This design comes from an exercise in tuning for small area, a short achievable clock period and few clock cycles per item on the open sky130 flow, not from production work. Power is estimated from default activity; no workload was simulated.

== quartz ==
==> module div, before the edit <==
module	div(i_clk, i_reset, i_wr, i_signed, i_numerator, i_denominator,
		o_busy, o_valid, o_err, o_quotient, o_flags);
	input	wire		i_clk, i_reset;
	input	wire		i_wr, i_signed;
	input	wire	[31:0]	i_numerator, i_denominator;
	output	reg		o_busy, o_valid, o_err;
	output	wire	[31:0]	o_quotient;
	output	wire	[3:0]	o_flags;
	localparam	SA = 2, SB = 8;	 
	reg	[32:0]	R;
	reg	[31:0]	N, D;
	reg		dneg, qneg;
	reg		pre, post;
	reg	[3:0]	c;		 
	reg		zf;
	wire		rneg = R[32];
	reg	[5:0]	ivq;
	wire	[32:0]	DX = { !rneg, D ^ { {(8){ivq[3]}}, {(8){ivq[2]}},
				{(8){ivq[1]}}, {(8){ivq[0]}} } };
	wire	[32:0]	T2 = { R[30:0], N[31:30] };
	wire	[32:0]	DX2 = { DX[31:0], ivq[4] };
	wire	[32:0]	CS = T2 ^ DX ^ DX2;
	wire	[32:0]	CC = { (T2[31:0] & DX[31:0]) | (T2[31:0] & DX2[31:0])
				| (DX[31:0] & DX2[31:0]), ivq[5] };
	wire	[33:0]	S1X = { R[31:0], N[31], 1'b1 } + { DX, ivq[0] };
	wire	[33:0]	V1X = { T2, 1'b1 } + { DX, ivq[1] };
	wire	[33:0]	V3X = { CS, 1'b1 } + { CC, ivq[4] };
	wire		s1 = S1X[33];
	wire		s3 = (s1 == rneg);
	wire	[32:0]	S2 = ({(33){s3}} & V3X[33:1]) | ({(33){!s3}} & V1X[33:1]);
	wire		q1 = !s1;
	wire		q2 = !S2[32];
	wire	[31:0]	H;
	genvar	gi;
	generate for(gi=0; gi<32; gi=gi+1)
	begin : GEN_H
		if (gi == 31)
			assign	H[gi] = 1'b1;
		else
			assign	H[gi] = !(|D[31:gi+1]);
	end endgenerate
	wire	[31:0]	RA = { R[31-SA:0], N[31:32-SA] };
	wire	[31:0]	RB = { R[31-SB:0], N[31:32-SB] };
	wire		skA = !rneg && !dneg && !(|(RA & H))
				&& (c <= 14 - SA/2);
	wire		skB = !rneg && !dneg && !(|(RB & H))
				&& (c <= 14 - SB/2);
	wire		last = (&c);
	wire		dz = !(|D);
	always @(posedge i_clk)
	if (i_reset)
	begin
		o_busy  <= 1'b0;
		o_valid <= 1'b0;
		o_err   <= 1'b0;
		pre  <= 1'b0;
		post <= 1'b0;
	end else begin
		o_valid <= 1'b0;
		o_err   <= 1'b0;
		if (!o_busy)
		begin
			o_busy <= i_wr;
			pre    <= i_wr && i_signed && i_numerator[31];
			post   <= 1'b0;
		end else if (pre)
			pre <= 1'b0;
		else if (post)
		begin
			post    <= 1'b0;
			o_busy  <= 1'b0;
			o_valid <= 1'b1;
			o_err   <= dz;
		end else if (last)
		begin
			if (qneg)
				post <= 1'b1;
			else begin
				o_busy  <= 1'b0;
				o_valid <= 1'b1;
				o_err   <= dz;
			end
		end
	end
	always @(posedge i_clk)
	if (!o_busy)
	begin
		R <= 33'h0;
		N <= i_numerator;
		dneg <= i_signed && i_denominator[31];
		D <= i_denominator;
		qneg <= i_signed && (i_numerator[31] ^ i_denominator[31]);
		c  <= 4'h0;
		zf <= 1'b1;
		ivq <= {(6){!(i_signed && i_denominator[31])}};
	end else if (pre || post)
	begin
		R <= 33'h0;
		N <= -N;
		ivq[1] <= !dneg;
		ivq[2] <= pre && ivq[2];
		ivq[3] <= post || !dneg;
		ivq[4] <= post || ivq[4];
		ivq[5] <= pre && !dneg;
	end
	else if (skB)
	begin
		R <= { 1'b0, RB };
		ivq <= {(6){!dneg}};
		N <= { N[31-SB:0], {(SB){1'b0}} };
		c <= c + SB/2;
	end else if (skA)
	begin
		R <= { 1'b0, RA };
		ivq <= {(6){!dneg}};
		N <= { N[31-SA:0], {(SA){1'b0}} };
		c <= c + SA/2;
	end else begin
		R <= S2;
		if (q1 || q2)
			zf <= 1'b0;
		ivq <= {(6){!(S2[32] ^ dneg)}};
		N <= { N[29:0], q1, q2 };
		c <= c + 4'd1;
	end
	assign	o_quotient = N;
	assign	o_flags = { 1'b0, N[31], !(|R) && !qneg, zf };
endmodule
Settings: LEC_CHECK=0, CAP_MARGIN=20, CORE_MARGIN=2, CORE_UTILIZATION=40, CTS_BUF_LIST=sky130_fd_sc_hd__clkbuf_8, SETUP_SLACK_MARGIN=1.5, SLEW_MARGIN=20; clock period 5.0 ns.
standard.sh (not shown) runs the stock make flow with config.mk's settings and CLKGATE_MAP_FILE= SYNTH_SCRIPT=/design/flow/synth_recipe.tcl, a recipe that flattens the netlist after the stock synthesis.
==> flow/flow/run.sh <==
#!/bin/bash
# The standard layout, with plain buf_1 cells as the port buffers.
set -euo pipefail
bash standard.sh "BUFFER_PORTS_ARGS=-buffer_cell sky130_fd_sc_hd__buf_1" finish > standard_flow.log 2>&1
Inputs modified between quartz and yarrow:
==> flow/design.v <==
`default_nettype	none
module	div(i_clk, i_reset, i_wr, i_signed, i_numerator, i_denominator,
		o_busy, o_valid, o_err, o_quotient, o_flags);
	input	wire		i_clk, i_reset;
	input	wire		i_wr, i_signed;
	input	wire	[31:0]	i_numerator, i_denominator;
	output	reg		o_busy, o_valid, o_err;
	output	wire	[31:0]	o_quotient;
	output	wire	[3:0]	o_flags;
	localparam SA = 3, SB = 10;	 
	localparam	G = 1;		 
	reg	[32:0]	R;
	reg	[31:0]	N, D;
	reg		dneg, qneg;
	reg		pre, post;
	reg	[4:0]	c;
	reg		zf;
	wire		rneg = R[32];
	reg	[3:0]	ivq;
	wire	[31:0]	DX = D ^ { {(8){ivq[3]}}, {(8){ivq[2]}},
				{(8){ivq[1]}}, {(8){ivq[0]}} };
	wire	[33:0]	SX = { R[31:0], N[31], 1'b1 } + { !rneg, DX, ivq[0] };
	wire	[32:0]	S = SX[33:1];
	wire		q = !S[32];
	wire	[31:0]	H;
	genvar	gi;
	generate for(gi=0; gi<32; gi=gi+1)
	begin : GEN_H
		if ((gi/G)*G+G >= 32)
			assign	H[gi] = 1'b1;
		else
			assign	H[gi] = !(|D[31:(gi/G)*G+G]);
	end endgenerate
	wire	[31:0]	RA = { R[31-SA:0], N[31:32-SA] };
	wire	[31:0]	RB = { R[31-SB:0], N[31:32-SB] };
	wire		skA = !rneg && !dneg && !(|(RA & H))
				&& ({ 1'b0, c } + SA <= 31);
	wire		skB = !rneg && !dneg && !(|(RB & H))
				&& ({ 1'b0, c } + SB <= 31);
	wire		last = (&c);
	wire		dz = !(|D);
	always @(posedge i_clk)
	if (i_reset)
	begin
		o_busy  <= 1'b0;
		o_valid <= 1'b0;
		o_err   <= 1'b0;
		pre  <= 1'b0;
		post <= 1'b0;
	end else begin
		o_valid <= 1'b0;
		o_err   <= 1'b0;
		if (!o_busy)
		begin
			o_busy <= i_wr;
			pre    <= i_wr && i_signed && i_numerator[31];
			post   <= 1'b0;
		end else if (pre)
			pre <= 1'b0;
		else if (post)
		begin
			post    <= 1'b0;
			o_busy  <= 1'b0;
			o_valid <= 1'b1;
			o_err   <= dz;
		end else if (last)
		begin
			if (qneg)
				post <= 1'b1;
			else begin
				o_busy  <= 1'b0;
				o_valid <= 1'b1;
				o_err   <= dz;
			end
		end
	end
	always @(posedge i_clk)
	if (!o_busy)
	begin
		R <= 33'h0;
		N <= i_numerator;
		dneg <= i_signed && i_denominator[31];
		D <= i_denominator;
		qneg <= i_signed && (i_numerator[31] ^ i_denominator[31]);
		c  <= 5'h0;
		zf <= 1'b1;
		ivq <= {(4){!(i_signed && i_denominator[31])}};
	end else if (pre || post)
	begin
		R <= 33'h0;
		N <= -N;
		ivq[1] <= !dneg;
		ivq[2] <= pre && ivq[2];
		ivq[3] <= post || !dneg;
	end
	else if (skB)
	begin
		R <= { 1'b0, RB };
		ivq <= {(4){!dneg}};
		N <= { N[31-SB:0], {(SB){1'b0}} };
		c <= c + SB;
	end else if (skA)
	begin
		R <= { 1'b0, RA };
		ivq <= {(4){!dneg}};
		N <= { N[31-SA:0], {(SA){1'b0}} };
		c <= c + SA;
	end else begin
		R <= S;
		if (q)
			zf <= 1'b0;
		ivq <= {(4){!(S[32] ^ dneg)}};
		N <= { N[30:0], q };
		c <= c + 5'd1;
	end
	assign	o_quotient = N;
	assign	o_flags = { 1'b0, N[31], !(|R) && !qneg, zf };
endmodule
The hold slack number comes out higher for quartz vs yarrow. Comparing quartz and yarrow, the higher internal power is on quartz. [compare] base=quartz new=yarrow: minimum period implied by the final worst setup slack now sits lower, total global-route track usage -2.1 points, utilization after layout now smaller, residual antenna-violating net count after detailed routing level. From quartz to yarrow the numbers moved as follows: area added between synthesis and finish went down; timing-limited maximum frequency went up; global-route wire length before repair went down; worst relative slew slack went down.
No run of this note included a check of the RTL's function; only the layout flow was run.

-- what the ideal ports hide --
In the flow no input, the clock included, has a driving cell. The finished layouts below were timed again as built, in two steps.
Step 1 (the two cells are an assumption about what drives the block):
set clk [get_ports {i_clk}]
set_driving_cell -lib_cell sky130_fd_sc_hd__clkbuf_16 $clk
set_driving_cell -lib_cell sky130_fd_sc_hd__buf_2 [delete_from_list [all_inputs] $clk]
Step 2, shift: input delay + t, output delay - t, t = (earliest + latest rising clock arrival at the registers) / 2. This alone moves slack from input paths to output paths.
a / b / c = no drivers / after step 1 / after step 2; a / b = the first two.
run	shift t [ns]	setup WS [ns]	hold slack, ns	worst setup path after step 2
quartz	0.496	0.918 / 0.918 / 0.918	0.511 / 0.511 / 0.511	register to register
yarrow	0.488	1.566 / 1.566 / 1.566	0.479 / 0.479 / 0.479	register to register
After both steps setup and hold are still met in every run listed.
